This is an optimization exercise on Yosys and OpenROAD, whose aim is a short achievable clock period and few clock cycles, not a production implementation.
RTL that was checked went through simulation tests only; none was proved equivalent to the original.
Power figures rest on the tool's default switching activity, not on a simulated workload.

==> flow/design.v (excerpt) <==
module cpu (
    input  wire        clk,
    input  wire        rst_n,
    output wire [15:0] imem_addr,
    input  wire [7:0]  imem_data,
    output wire [15:0] dmem_addr,
    input  wire [7:0]  dmem_rd_data,
    output wire [7:0]  dmem_wr_data,
    output wire        dmem_wr_en
);
    reg  [15:0] rf [1:15];
    reg         fV, fC;
    reg  [7:0]  fres;            
    reg         fvalid;          
    wire        fZ = fvalid & (fres == 8'h00);
    wire        fN = fres[7];
    wire        fO = ^fres;
    reg  [15:0] mar;
    reg  [15:0] stk [0:15];
    reg  [3:0]  sp;
    reg  [15:0] tos;             
    reg         s_rv0, s_rv1, s_op, s_b1, s_b2, s_b3;
    reg  [15:0] fa;              
    reg  [15:0] ia_x;            
    reg  [7:0]  op;              
    reg  [7:0]  w1;              
    reg  [7:0]  vlo;             
    assign imem_addr = ia_x ^ 16'hFFFC;
    wire [7:0]  b  = imem_data;
    wire [7:0]  md = dmem_rd_data;
    wire [15:0] p1 = fa + 16'd1;
    wire [15:0] p2 = {fa[15:1] + 15'd1, fa[0]};
    function [15:0] rsel;
  ...
==> flow/config.mk <==
export PLATFORM = sky130hd
export DESIGN_NAME = cpu
export DESIGN_NICKNAME = cpu
export VERILOG_FILES = /design/flow/design.v
export SDC_FILE = /design/flow/constraint.sdc
export NUM_CORES = 4
export LEC_CHECK = 0
export CAP_MARGIN = 20
export CORE_MARGIN = 2
export CORE_UTILIZATION = 40
export PLACE_DENSITY = 0.6
export SETUP_SLACK_MARGIN = 5
export SLEW_MARGIN = 20
export TNS_END_PERCENT = 100
==> flow/constraint.sdc <==
create_clock -name core_clock -period 8.0 [get_ports {clk}]
set_input_delay 1.6000 -clock core_clock [delete_from_list [all_inputs] [get_ports {clk}]]
set_output_delay 1.6000 -clock core_clock [all_outputs]
set_load 0.01 [all_outputs]
standard.sh (not shown) runs the stock make flow with config.mk's settings and CLKGATE_MAP_FILE= SYNTH_SCRIPT=/design/flow/synth_recipe.tcl, a recipe that flattens the netlist after the stock synthesis.
==> flow/flow/run.sh <==
#!/bin/bash
set -euo pipefail
bash standard.sh SETUP_SLACK_MARGIN=5.6 finish > standard.log 2>&1
Testbench counts at the start, summed over its fixed seeds: cycles 116,082.
Then changed:
--- a/flow/design.v
+++ b/flow/design.v
@@ -240,40 +240,51 @@
         if (x_passb) oth = B;
         if (x_popw)  oth = tos[7:0];
     end
     wire       x_add = (x_sel == 3'd0) & ~x_passa & ~x_passb & ~x_popw;
     wire [7:0] res   = x_add ? sum : oth;
     wire       res_c = x_add ? add_c : oth_c;
     wire       res_v = x_add & add_v;
-    wire ccond = x_sle ? (sum[7] | add_z) : ~add_z;
+    wire ccond = ~x_sle & ~add_z;
+    wire sle_t = x_sle & (sum[7] | add_z);
+    reg         sle_pend;
+    reg  [15:0] jt_sle;
     wire [15:0] tos_d = (s_rv0 | s_rv1) ? stk[4'd1] :
                         x_push          ? d16 :
                         x_pop           ? stk[sp + 4'd2] : tos;
     assign dmem_addr    = mar;
     assign dmem_wr_en   = x_stor;
     assign dmem_wr_data = wd;
+    wire s_opv   = s_op & ~sle_pend;     
     wire sel_vec = s_rv1;
     wire sel_r52 = s_b1 & ((o_jump | o_call) & jcond);
-    wire sel_tos = s_op & b_ret;
-    wire sel_p2  = (s_op & (b_imar | b_dmar)) |
+    wire sel_r74 = s_b3 & ccond;
+    wire sel_tos = s_opv & b_ret;
+    wire sel_p2  = (s_opv & (b_imar | b_dmar)) |
                    (s_b1 & o_std3 & ~need_w2) |
                    (s_b1 & o_comp & djn_skip);
-    wire sel_p1  = ~(sel_vec | sel_r52 | sel_tos | sel_p2);
-    wire [15:0] fa_o = ({16{sel_vec}} & {b, vlo}) |
-                       ({16{sel_r52}} & r_52) |
-                       ({16{sel_tos}} & tos_d) |
-                       ({16{sel_p2}}  & p2) |
-                       ({16{sel_p1}}  & p1);
-    wire [15:0] fa_d = (s_b3 & ccond) ? r_74 : fa_o;
+    wire sel_p1  = ~(sel_vec | sel_r52 | sel_r74 | sel_tos | sel_p2 | sle_pend);
+    wire [15:0] fa_o = ({16{sel_vec}}  & {b, vlo}) |
+                       ({16{sle_pend}} & jt_sle) |
+                       ({16{sel_tos}}  & tos_d) |
+                       ({16{sel_p2}}   & p2) |
+                       ({16{sel_p1}}   & p1);
+    wire [15:0] fa_d = ({16{sel_r52}} & r_52) |
+                       ({16{sel_r74}} & r_74) |
+                       fa_o;
     always @(posedge clk or negedge rst_n) begin
         if (!rst_n) begin
             fa   <= 16'hFFFC;
             ia_x <= 16'h0000;
+            sle_pend <= 1'b0;
+            jt_sle   <= 16'h0000;
         end else begin
             fa   <= fa_d;
+            sle_pend <= s_b3 & sle_t;
+            jt_sle   <= r_74;
             ia_x <= fa_d ^ 16'hFFFC;
         end
     end
     wire b_m11  = (bmode == 2'b11);
     wire selA52 = s_b1 & ~o_comp;
     wire selA74 = (s_b1 & o_comp) |
                   (s_b2 & o_comp & ~o_djn & (mode != 2'b00)) |
@@ -327,15 +338,15 @@
                 s_rv0 <= 1'b0;
                 s_rv1 <= 1'b1;
             end
             if (s_rv1) begin
                 s_rv1 <= 1'b0;
                 s_op  <= 1'b1;
             end
-            if (s_op) begin
+            if (s_opv) begin
                 op <= b;
                 if (b_imar | b_dmar) begin
                     x_imar <= b_imar;
                     x_dmar <= b_dmar;
                 end else if (b_ret) begin
                     x_pop  <= 1'b1;
                 end else begin
Effect: Utilization increases by 0.14 points. Cell area increases by 3.7%. Count of clock-buffer cells in the layout increases by 8. Clock skew hardly moves. First-iteration DRC count increases by 8.0%. Sequential share of layout area decreases by 0.47 points. Global-route usage decreases by 1.3 points. Total power increases by 1.7%. Clock power decreases by about 1%. Routed wire length increases by 0.67%. Area after synthesis increases by 3.2%.
The RTL of the second run of this note was laid out without a check of its function.


== run 2 ==
cpu, a different RTL version from the one above (not shown whole).
Size: about 3200 cells after synthesis, ~690 flip-flops, about 36000 µm² of cells after synthesis.
clock: 8.0 ns
lec_check: 0
cap_margin: 40
core_margin: 2
core_utilization: 40
place_density: 0.6
setup_slack_margin: 5
slew_margin: 40
tns_end_percent: 100
Scripts as last shown in full above: flow/flow/run.sh
Edits applied to the flow inputs when going from run 2 to run 1:
-- flow/design.v --
<<< run 2, line 245
    wire       res_c = x_add ? add_c : oth_c;
    wire       res_v = x_add & add_v;
    wire ccond = ~x_sle & ~add_z;
    wire sle_t = x_sle & (sum[7] | add_z);
    reg         sle_pend;
    reg  [15:0] jt_sle;
    wire [15:0] tos_d = (s_rv0 | s_rv1) ? stk[4'd1] :
                        x_push          ? d16 :
>>> run 1, line 245
    wire       res_c = x_add ? add_c : oth_c;
    wire       res_v = x_add & add_v;
    wire ccond = x_sle ? (sum[7] | add_z) : ~add_z;
    wire [15:0] tos_d = (s_rv0 | s_rv1) ? stk[4'd1] :
                        x_push          ? d16 :
<<< run 2, line 255
    assign dmem_wr_en   = x_stor;
    assign dmem_wr_data = wd;
    wire s_opv   = s_op & ~sle_pend;     
    wire sel_vec = s_rv1;
    wire sel_r52 = s_b1 & ((o_jump | o_call) & jcond);
    wire sel_r74 = s_b3 & ccond;
    wire sel_tos = s_opv & b_ret;
    wire sel_p2  = (s_opv & (b_imar | b_dmar)) |
                   (s_b1 & o_std3 & ~need_w2) |
                   (s_b1 & o_comp & djn_skip);
    wire sel_p1  = ~(sel_vec | sel_r52 | sel_r74 | sel_tos | sel_p2 | sle_pend);
    wire [15:0] fa_o = ({16{sel_vec}}  & {b, vlo}) |
                       ({16{sle_pend}} & jt_sle) |
                       ({16{sel_tos}}  & tos_d) |
                       ({16{sel_p2}}   & p2) |
                       ({16{sel_p1}}   & p1);
    wire [15:0] fa_d = ({16{sel_r52}} & r_52) |
                       ({16{sel_r74}} & r_74) |
                       fa_o;
    always @(posedge clk or negedge rst_n) begin
        if (!rst_n) begin
            fa   <= 16'hFFFC;
            ia_x <= 16'h0000;
            sle_pend <= 1'b0;
            jt_sle   <= 16'h0000;
        end else begin
            fa   <= fa_d;
            sle_pend <= s_b3 & sle_t;
            jt_sle   <= r_74;
            ia_x <= fa_d ^ 16'hFFFC;
        end
>>> run 1, line 252
    assign dmem_wr_en   = x_stor;
    assign dmem_wr_data = wd;
    wire sel_vec = s_rv1;
    wire sel_r52 = s_b1 & ((o_jump | o_call) & jcond);
    wire sel_tos = s_op & b_ret;
    wire sel_p2  = (s_op & (b_imar | b_dmar)) |
                   (s_b1 & o_std3 & ~need_w2) |
                   (s_b1 & o_comp & djn_skip);
    wire sel_p1  = ~(sel_vec | sel_r52 | sel_tos | sel_p2);
    wire [15:0] fa_o = ({16{sel_vec}} & {b, vlo}) |
                       ({16{sel_r52}} & r_52) |
                       ({16{sel_tos}} & tos_d) |
                       ({16{sel_p2}}  & p2) |
                       ({16{sel_p1}}  & p1);
    wire [15:0] fa_d = (s_b3 & ccond) ? r_74 : fa_o;
    always @(posedge clk or negedge rst_n) begin
        if (!rst_n) begin
            fa   <= 16'hFFFC;
            ia_x <= 16'h0000;
        end else begin
            fa   <= fa_d;
            ia_x <= fa_d ^ 16'hFFFC;
        end
<<< run 2, line 328
            A <= A_d;
            B <= B_d;
            wd  <= r_52[7:0];                                    
            d16 <= s_b2 ? {w1, b} : (o_call ? p1 : r_52);        
            x_sub <= c_sub;
            x_ci  <= c_ci;
>>> run 1, line 317
            A <= A_d;
            B <= B_d;
            x_sub <= c_sub;
            x_ci  <= c_ci;
<<< run 2, line 345
                s_op  <= 1'b1;
            end
            if (s_opv) begin
                op <= b;
                if (b_imar | b_dmar) begin
>>> run 1, line 332
                s_op  <= 1'b1;
            end
            if (s_op) begin
                op <= b;
                if (b_imar | b_dmar) begin
<<< run 2, line 361
                s_b1 <= 1'b0;
                xrd  <= o_comp ? b[7:4] : b[5:2];
                if (o_std3) begin
                    if (need_w2) begin
>>> run 1, line 348
                s_b1 <= 1'b0;
                xrd  <= o_comp ? b[7:4] : b[5:2];
                wd   <= r_52[7:0];                  
                d16  <= o_call ? p1 : r_52;         
                if (o_std3) begin
                    if (need_w2) begin
<<< run 2, line 391
            if (s_b2) begin
                s_b2 <= 1'b0;
                if (o_comp) begin
                    s_b3 <= 1'b1;
>>> run 1, line 380
            if (s_b2) begin
                s_b2 <= 1'b0;
                d16  <= {w1, b};                    
                if (o_comp) begin
                    s_b3 <= 1'b1;
==> comparison <==
- Sort run 2 and run 1 by net load switching power asc -> top: run 1
- Smallest hold slack delta for run 1 relative to run 2: 30 ps higher
- Compared with run 2, in run 1 die footprint dropped 2300 µm²; fraction of power consumed by the clock network dropped 0.7 points.
- Run 1 against run 2: worst setup slack grew by 240 ps, overall routed net length fell by about 4.7%, utilization lower.
- Cmp run 2 and run 1 / ratio of final minimum period to clock period / lower: run 1
- Relative to run 2, number of cells on the worst hold path has gone up in run 1.
- Going from run 2 to run 1, cell area shrank by a few percent.
- Run comparison: run 1 startpoint of the worst setup timing path imem_data[2]; run 2 startpoint of the worst setup timing path imem_data[6]
- Max number of clock buffer instances in the layout across run 2 and run 1: run 2
- Looking at via density per instance, run 1 sits about 0.5% lower than run 2 does.
Testbench counts of run 1, summed over its fixed seeds: cycles 116,082.
Only the layout flow was run in run 2; the RTL was not checked for function there.

## re-timing with driven ports
The results above use ideal ports. As a check the final layouts listed here were re-extracted and re-timed, cells and wires unchanged.
Step 1 assumes that a clkbuf_16 drives the clock port and a buf_2 every other input.
Step 2 moves the port delays by t, midway between the first and last clock arrival at a register: inputs arrive t later, outputs are due t later. That takes back most of the time a late clock gives input paths.
Slacks: no drivers / after step 1 / after step 2; pairs: no drivers / after step 1.
| run | t (ns) | setup slack, ns | worst register clock-pin slew, ns |
|---|---|---|---|
| the first run of note 1 | 0.728 | 4.885 / 4.709 / 3.981 | 0.07 / 0.07 |
| the second run of note 1 | 0.716 | 4.716 / 4.525 / 3.808 | 0.07 / 0.07 |
| run 2 | 0.742 | 4.600 / 4.565 / 3.822 | 0.07 / 0.07 |
| run 1 | 0.724 | 4.838 / 4.778 / 4.055 | 0.07 / 0.07 |
After both steps setup and hold are still met in every run listed. The setup slack of the second run of note 1, which loses most, moves by -0.191 ns with the drivers and by -0.908 ns with both steps.
